This design comes from an exercise in tuning for small area on the open sky130 flow, not from production work.
Only simulation tests tie the RTL to the original design; equivalence was not proved.
Power figures rest on the tool's default switching activity, not on a simulated workload.

== run 1 ==
## NEO
module NEO (Enable, Load, clk, rst, Full, Data_out, Data_in, write_en);
For scale: ~1300 cells after synthesis, ~65 flip-flops, about 54 I/O pins.
Settings: LEC_CHECK=0, CAP_MARGIN=20, CORE_MARGIN=2, CORE_UTILIZATION=40, SLEW_MARGIN=20, SYNTH_HIERARCHICAL=1; clock period 9.0 ns.
standard.sh (not shown) runs the stock make flow with config.mk's settings and CLKGATE_MAP_FILE= SYNTH_SCRIPT=/design/flow/synth_recipe.tcl, a recipe that flattens the netlist after the stock synthesis.
==> flow/flow/run.sh <==
#!/bin/bash
# Own layout flow: the standard ORFS flow (standard.sh, unchanged
# synthesis), with these changes to the layout steps:
#  - port buffers use the smallest buffer cell (every port still gets one);
#  - ABC's buffers are removed at floorplan and global placement is not
#    timing driven (no gain-based rebuffering; timing repair still runs);
#  - clock tree built from small clock buffers, without dummy loads.
# Each step's output goes to its own log here; ORFS's own logs are under orfs/logs.
set -euo pipefail
export BUFFER_PORTS_ARGS="-buffer_cell sky130_fd_sc_hd__buf_1"
export REMOVE_ABC_BUFFERS=1
export GPL_TIMING_DRIVEN=0
export CTS_ARGS="-sink_clustering_enable -repair_clock_nets -dont_use_dummy_load -buf_list sky130_fd_sc_hd__clkbuf_4 -root_buf sky130_fd_sc_hd__clkbuf_8"
bash standard.sh synth > synth.log 2>&1
bash standard.sh finish > layout.log 2>&1
Inputs modified between run 1 and run 2:
-- flow/flow/run.sh --
<<< run 1, line 13
export CTS_ARGS="-sink_clustering_enable -repair_clock_nets -dont_use_dummy_load -buf_list sky130_fd_sc_hd__clkbuf_4 -root_buf sky130_fd_sc_hd__clkbuf_8"
>>> run 2, line 13
export CTS_ARGS="-sink_clustering_enable -repair_clock_nets -dont_use_dummy_load -buf_list sky130_fd_sc_hd__clkbuf_2 -root_buf sky130_fd_sc_hd__clkbuf_4"
### Flow results
Run 2 finished every stage and its layout cleared the timing, DRC and antenna checks. For the sequential share of power, run 2 came in 2.2 points higher than run 1 did. Number of non-clock buffers in the layout ended up 13% higher on run 2 than on run 1. Diff run 1 -> run 2 | met3 routed wirelength | up by more than 10%. | final instance area | run 2 vs run 1 | worse |. | combinational fraction of design power | lower: run 1 |. Run 1 leaves less setup margin than run 2. ~same met3 layer usage reported by global route in run 1 and run 2.

========
NEO, a different RTL version from the one above (not shown whole).
Size: about 1300 cells after synthesis, ~54 I/O pins.
Design NEO, start of the top module:
module NEO (Enable, Load, clk, rst, Full, Data_out, Data_in, write_en);
  input Enable, Load, clk, Full, rst;
  input signed [15:0] Data_in;
  output signed [31:0] Data_out;
  output write_en;
  reg state;
  wire start = state & ~Full;
  assign write_en = start & Load;
  always @(posedge clk or posedge rst)
    if (rst) state <= 1'b0;
    else if (state) state <= ~Full;
    else state <= Enable;
  reg signed [15:0] PP, Prev, Current, Ahead;
  wire [31:0] psi;
  always @(posedge clk)
    if (rst) begin
      PP <= 0; Prev <= 0; Current <= 0; Ahead <= 0;
    end else if (start) begin
      PP <= Prev; Prev <= Current; Current <= Ahead; Ahead <= Data_in;
    end
  assign Data_out = psi;
  wire n0 = Prev[1] & ~Prev[0];
  wire n1 = Prev[2] ^ Prev[1];
  wire n2 = (Prev[3] & ~Prev[2] & ~Prev[1]) | (~Prev[3] & Prev[2] & Prev[1]);
  wire n3 = ~(~Prev[3] & (Prev[2] | Prev[1]));
  wire n4 = ~(Prev[0] ^ n3);
  wire n5 = ~(Prev[1] ^ n3);
  wire n6 = ~n3;
  wire n7 = Prev[4] ^ Prev[3];
  wire n8 = (Prev[5] & ~Prev[4] & ~Prev[3]) | (~Prev[5] & Prev[4] & Prev[3]);
  wire n9 = ~(~Prev[5] & (Prev[4] | Prev[3]));
  wire n10 = ~(Prev[0] ^ n9);
  wire n11 = ~(Prev[1] ^ n9);
  wire n12 = ~(Prev[2] ^ n9);
  wire n13 = ~(Prev[3] ^ n9);
  wire n14 = ~n9;
  wire n15 = Prev[6] ^ Prev[5];
  wire n16 = (Prev[7] & ~Prev[6] & ~Prev[5]) | (~Prev[7] & Prev[6] & Prev[5]);
  wire n17 = ~(~Prev[7] & (Prev[6] | Prev[5]));
  wire n18 = ~(Prev[0] ^ n17);
  wire n19 = ~(Prev[1] ^ n17);
  wire n20 = ~(Prev[2] ^ n17);
  wire n21 = ~(Prev[3] ^ n17);
  wire n22 = ~(Prev[4] ^ n17);
  wire n23 = ~(Prev[5] ^ n17);
  wire n24 = ~n17;
  wire n25 = Prev[8] ^ Prev[7];
  wire n26 = (Prev[9] & ~Prev[8] & ~Prev[7]) | (~Prev[9] & Prev[8] & Prev[7]);
  wire n27 = ~(~Prev[9] & (Prev[8] | Prev[7]));
  wire n28 = ~(Prev[0] ^ n27);
  wire n29 = ~(Prev[1] ^ n27);
  wire n30 = ~(Prev[2] ^ n27);
  wire n31 = ~(Prev[3] ^ n27);
  ...
==> flow/config.mk <==
export PLATFORM = sky130hd
export DESIGN_NAME = NEO
export DESIGN_NICKNAME = NEO
export VERILOG_FILES = /design/flow/design.v
export SDC_FILE = /design/flow/constraint.sdc
export NUM_CORES = 4
export LEC_CHECK = 0
export CAP_MARGIN = 20
export CORE_MARGIN = 2
export CORE_UTILIZATION = 40
export SLEW_MARGIN = 20
export SYNTH_HIERARCHICAL = 1
==> flow/constraint.sdc <==
create_clock -name core_clock -period 9.0 [get_ports {clk}]
set_input_delay 1.8000 -clock core_clock [delete_from_list [all_inputs] [get_ports {clk}]]
set_output_delay 1.8000 -clock core_clock [all_outputs]
set_load 0.01 [all_outputs]
==> flow/flow/run.sh <==
#!/bin/bash
# Own layout flow: the standard ORFS flow (standard.sh, unchanged
# synthesis), with these changes to the layout steps:
#  - port buffers use the smallest buffer cell (every port still gets one);
#  - ABC's buffers are removed at floorplan and global placement is not
#    timing driven (no gain-based rebuffering; timing repair still runs);
#  - clock tree built from small clock buffers, without dummy loads.
# Each step's output goes to its own log here; ORFS's own logs are under orfs/logs.
set -euo pipefail
export BUFFER_PORTS_ARGS="-buffer_cell sky130_fd_sc_hd__buf_1"
export REMOVE_ABC_BUFFERS=1
export GPL_TIMING_DRIVEN=0
export SKIP_INCREMENTAL_REPAIR=1
export SETUP_SLACK_MARGIN=0.1
export CTS_ARGS="-sink_clustering_enable -repair_clock_nets -dont_use_dummy_load -buf_list sky130_fd_sc_hd__clkbuf_4 -root_buf sky130_fd_sc_hd__clkbuf_8"
bash standard.sh synth > synth.log 2>&1
bash standard.sh finish > layout.log 2>&1
Change:
--- a/flow/flow/run.sh
+++ b/flow/flow/run.sh
@@ -7 +7,3 @@
-#  - clock tree built from small clock buffers, without dummy loads.
+#  - clock tree built from small clock buffers, without dummy loads;
+#  - no repair after global routing (its parasitic estimate is pessimistic);
+#    instead the post-CTS timing repair aims 0.1 ns above zero slack.
- clock skew does not change
- final area does not change
- worst setup slack stays the same
- non-clock buffer count stays the same
- final cell count is unchanged
- routed wire length does not change
- fmax is unchanged
- hold slack does not change
- clock-buffer cell count stays the same
- global-route usage is unchanged
- die area is unchanged

port drivers added, routing unchanged:
The results above use ideal ports. As a check the final layouts listed here were re-extracted and re-timed, cells and wires unchanged.
Step 1 assumes that a clkbuf_16 drives the clock port and a buf_2 every other input.
Step 2 times the ports against the registers' clock, not the clock port: input delays grow and output delays shrink by t, the midpoint of the rising clock arrivals with the driver on.
Slacks: ideal ports / drivers / drivers and shift; pairs: ideal ports / drivers.
run | t (ns) | setup WS [ns] | slew at the worst register clock pin (ns)
run 1 | 0.378 | 0.306 / 0.271 / 0.649 | 0.08 / 0.08
run 2 | 0.442 | 0.379 / 0.346 / 0.788 | 0.11 / 0.11
the first run of note 2 | 0.369 | 0.211 / 0.178 / 0.547 | 0.07 / 0.07
the second run of note 2 | 0.369 | 0.211 / 0.178 / 0.547 | 0.07 / 0.07
After both steps setup and hold are still met in every run listed.
